This design comes from an exercise in tuning for small area on the open sky130 flow, not from production work.
In this exercise RTL edits were held to simulation tests only and were not proved equivalent to the original.
Power figures rest on the tool's default switching activity, not on a simulated workload.

Setup of raven:
## ACTIVEPRO
module ACTIVEPRO (
    input       RESET,
    input       SYS_CLOCK,                
    output reg  ACTIVE_DATA ,             
    output reg  ACTIVE_CLOCK,             
    input [511:0] ACTIVE_MESSAGE,         
    input [5:0] ACTIVE_CHANNEL,           
    input  ACTIVE_WR                      
    );
    localparam L = 513;
    reg          busy;                    
    reg          idle;                    
    reg [10:0]   cnt;                     
    reg [5:0]    X;                       
    reg [L-1:0]  ring;
    wire [L-1:0] mp;
    genvar g;
    generate
        for (g = 0; g < 512; g = g + 1) begin : perm
            assign mp[(2*g) % L] = ACTIVE_MESSAGE[g];
        end
    endgenerate
    assign mp[511] = 1'b0;
    always @ (posedge SYS_CLOCK)
        ring <= ~(({ring[L-2:0], ring[L-1]} | {L{idle}}) & (mp | {L{busy}}));
    wire [63:0] tap;
    generate
        for (g = 0; g < 64; g = g + 1) begin : taps
            assign tap[g] = ring[(16*g + 46) % L];
        end
    endgenerate
    wire [6:0] B = cnt[10:4];             
    wire [2:0] bitn = cnt[3:1];
    wire [31:0] det;
    generate
        for (g = 0; g < 32; g = g + 1) begin : dets
            localparam integer Q = (16*(2*g+2) + 2*(g % 8)) % L;
            assign det[g] = &{ring[(Q+14) % L], ring[(Q+12) % L], ring[(Q+10) % L], ring[(Q+8) % L],
                              ring[(Q+6) % L],  ring[(Q+4) % L],  ring[(Q+2) % L],  ring[Q]};
        end
    endgenerate
    wire       search = B[6] & (B[1] ^ B[0]) & cnt[0];    
    wire [3:0] hit;
    generate
        for (g = 0; g < 4; g = g + 1) begin : hits
            assign hit[g] = det[8*g + bitn];
        end
    endgenerate
  ...
For scale: about 1400 cells after synthesis, ~530 flip-flops, about 520 I/O pins, ~0.016 mm^2 of cells after synthesis.
export LEC_CHECK = 0
export CAP_MARGIN = 0
export CORE_MARGIN = 2
export CORE_UTILIZATION = 50
export CTS_BUF_LIST = sky130_fd_sc_hd__clkbuf_8 sky130_fd_sc_hd__clkbuf_16
export CTS_CLUSTER_DIAMETER = 80
export CTS_CLUSTER_SIZE = 20
export PLACE_DENSITY = 0.6
export SLEW_MARGIN = 0
create_clock -name core_clock -period 10.0 [get_ports {SYS_CLOCK}]
standard.sh (not shown) runs the stock make flow with config.mk's settings and CLKGATE_MAP_FILE= SYNTH_SCRIPT=/design/flow/synth_recipe.tcl, a recipe that flattens the netlist after the stock synthesis.
==> flow/flow/run.sh <==
#!/bin/bash
# Standard layout, with the port buffers made from the smallest buffer cell.
set -euo pipefail
export BUFFER_PORTS_ARGS="-buffer_cell sky130_fd_sc_hd__buf_1"
bash standard.sh finish > standard_flow.log 2>&1
The flow did not stop early for raven: all stages ran, and the layout cleared the timing, DRC and antenna checks.
### raven -> yarrow
Settings: swapping 20 for 18 in CTS_CLUSTER_SIZE; swapping 50 for 60 in CORE_UTILIZATION; swapping 0.6 for 0.7 in PLACE_DENSITY; swapping sky130_fd_sc_hd__clkbuf_8 sky130_fd_sc_hd__clkbuf_16 for sky130_fd_sc_hd__clkbuf_8 in CTS_BUF_LIST; swapping 80 for 100 in CTS_CLUSTER_DIAMETER.
Findings:
For count of nets after finishing, raven and yarrow come out practically identical.
yarrow vs raven: growth of design area from synthesis to finish down
When yarrow is set beside raven, its slew at the pin closest to its max-slew limit turns out to be 0.025 ns larger.
Measured against each other, yarrow and raven differ in area enclosed by the die boundary, the higher figure coming from raven.
Compared to raven, yarrow has final critical-path share of the clock period 4.5 points lower.
Compared to raven, yarrow has number of tap cells added at floorplan about 23% lower.
When the final numbers for yarrow and raven were put side by side, the areal power density over the cells turned out to be greater in raven.
## Diff of input files: indigo against yarrow
Settings: a change of CORE_UTILIZATION from 60 to 50; a change of PLACE_DENSITY from 0.7 to 0.6.
Notes after the runs:
Transition time at the pin with the least slew margin: indigo vs yarrow up 0.0066 ns
Critical path endpoint: X[0] -> indigo, X[4] -> yarrow
indigo against yarrow: routed wire length higher; global-route wire length before repair increased 1.5 mm.
Cmp indigo vs yarrow: routed wire length on met3 lower in indigo
Going from yarrow to indigo, reported clock group power picked up an extra about 1%; final cell count picked up an extra about 4.3%; share of cell area taken by flip-flops and latches lost 0.30 points.
diff inputs: indigo => juniper
Settings: CAP_MARGIN now 20, was 0; CTS_CLUSTER_SIZE no longer set, was 18; CTS_CLUSTER_DIAMETER no longer set, was 100; CTS_BUF_LIST no longer set, was sky130_fd_sc_hd__clkbuf_8; SLEW_MARGIN now 20, was 0.
## What came out
[compare] base=indigo new=juniper: total power of the final layout shows an increase of 27%, fraction of final layout cells sized beyond drive strength 1 +2.4 points, amount of wire on met2 after detailed routing higher, highest cell delay on the worst timing path fell by 0.28 ns.
Changes in willow relative to juniper:
Settings: CTS_CLUSTER_DIAMETER: unset -> 80; CAP_MARGIN: 20 -> 0; CTS_CLUSTER_SIZE: unset -> 30; CTS_BUF_LIST: unset -> sky130_fd_sc_hd__clkbuf_16; SLEW_MARGIN: 20 -> 0.
Results
willow completed every stage of the flow, and the final layout passed the timing, DRC and antenna checks.
When willow is measured against juniper, its global routing usage on met1 turns out 0.65 points lower.
When willow is set beside juniper, its setup slack turns out to be 0.33 ns smaller.
Summary of willow over juniper: via-per-instance ratio saw an increase; combinational power saw little to no change; share of the final layout cell area in sequential cells saw an increase; design area saw a decrease.
Total power: willow below juniper
willow ends up with a buffer share of cell area that is 0.61 points higher than in juniper.
In terms of sequential power, juniper and willow differ only marginally.
Measured against each other, juniper and willow differ in final critical-path required period, the higher figure coming from willow.
Higher register clock-pin slew on the reported worst setup and hold paths goes to willow over juniper.

---

run A:
ACTIVEPRO, a different RTL version from the one above (not shown whole).
Size: about 520 I/O pins, ~0.017 mm^2 of cells after synthesis.
Settings: LEC_CHECK=0, CAP_MARGIN=20, CORE_MARGIN=2, CORE_UTILIZATION=50, PLACE_DENSITY=0.6, SLEW_MARGIN=20; clock period 10.0 ns.
run.sh (not shown) runs the stock make flow with config.mk's settings and CLKGATE_MAP_FILE= SYNTH_SCRIPT=/design/flow/synth_recipe.tcl, a recipe that flattens the netlist after the stock synthesis.
Stock flow here: none of the scripts above is used.
Run A: all stages complete, timing, DRC and antenna checks passed
diff inputs: run A => run B
- putting CTS_CLUSTER_SIZE at 20 where nothing was set
- putting CTS_BUF_LIST at sky130_fd_sc_hd__clkbuf_4 where nothing was set
- swapping 50 for 75 in CORE_UTILIZATION
- swapping 0.6 for 0.85 in PLACE_DENSITY
[summary]
Summary across run B and run A: the single failing run is run B.
Comparing run B against run A, there is no change at all in post-synthesis cell count.
Compared with run A, in run B average footprint of a synthesized cell saw little to no change, die width fell by about 18%, synthesized area comparable, synthesized netlist net count about even.
Delta (run B minus run A): number of placement rows fell by 12; count of flip-flops with a built-in enable after synthesis stayed essentially flat.
Between run A and run B, the flow reports height of the chip decreasing by more than 10%.
The run showing the smaller starting utilization of the core area is run A.
Modified inputs, run C compared to run B
- PLACE_DENSITY now 0.6, was 0.85
- CTS_BUF_LIST no longer set, was sky130_fd_sc_hd__clkbuf_4
- CORE_UTILIZATION now 50, was 75
- CTS_CLUSTER_SIZE no longer set, was 20
==> flow/flow/run.sh (new file) <==
#!/bin/bash
# Standard layout, with the port buffers made from the smallest buffer cell.
set -euo pipefail
export BUFFER_PORTS_ARGS="-buffer_cell sky130_fd_sc_hd__buf_1"
bash standard.sh finish > standard_flow.log 2>&1
==> flow/standard.sh (new file) <==
#!/bin/bash
# synth_recipe.tcl (not shown) runs the flow's synth.tcl, then flattens the netlist and writes it again
# the make line also repeats each setting of config.mk as NAME=value (left out here)
make -C /OpenROAD-flow-scripts/flow DESIGN_CONFIG=/design/flow/config.mk WORK_HOME=/design/flow/orfs CLKGATE_MAP_FILE= SYNTH_SCRIPT=/design/flow/synth_recipe.tcl "${@:-finish}"
removed: flow/run.sh
Notes after the runs:
- Run C: all stages complete, timing, DRC and antenna checks passed
- Number of register bits inferred by synthesis: run B vs run C identical
- Run C -> run B: synthesized-area fraction occupied by adder cells delta 0, exact match
- Per the comparison of run C with run B, standard-cell row count went up 22%, number of instances in the synthesized netlist held, average cell area after synthesis held, initial core utilization went down 25 points.
- Run C against run B: chip width +about 22%, post-synthesis net count ~0 delta, die span in y +34 um.

-- port drivers added, routing unchanged --
No port has a modelled driver above. Below, the same layouts with a new extraction and two added sets of constraints. Step 1: set_driving_cell puts a clkbuf_16 on SYS_CLOCK and a buf_2 on each other input, an assumption about the parent block. Step 2 moves the port delays by t, midway between the first and last clock arrival at a register: inputs arrive t later, outputs are due t later. That takes back most of the time a late clock gives input paths. a / b / c = ideal / step 1 / step 2; a / b = the first two.
run | t (ns) | slack for setup (ns) | worst hold slack (ns) | worst register clock-pin slew, ns | worst data-port slew with drivers (ns)
raven | 0.625 | 6.113 / 6.113 / 6.061 | 0.412 / 0.412 / 0.412 | 0.09 / 0.09 | 0.09
yarrow | 0.598 | 6.568 / 6.568 / 6.391 | 0.413 / 0.413 / 0.413 | 0.11 / 0.11 | 0.10
indigo | 0.615 | 6.068 / 6.068 / 6.068 | 0.417 / 0.417 / 0.417 | 0.11 / 0.11 | 0.09
juniper | 0.615 | 6.505 / 6.505 / 6.094 | 0.408 / 0.408 / 0.408 | 0.07 / 0.07 | 0.10
willow | 0.595 | 6.176 / 6.176 / 6.092 | 0.420 / 0.420 / 0.420 | 0.11 / 0.11 | 0.10
run A | 0.607 | 5.942 / 5.963 / 5.356 | 0.409 / 0.409 / 0.409 | 0.07 / 0.07 | 0.11
run C | 0.619 | 6.170 / 6.199 / 5.581 | 0.404 / 0.404 / 0.404 | 0.07 / 0.07 | 0.11
After both steps setup and hold are still met in every run listed. For run C, which loses most, drivers alone change the setup slack by +0.029 ns; drivers and shift together by -0.589 ns.
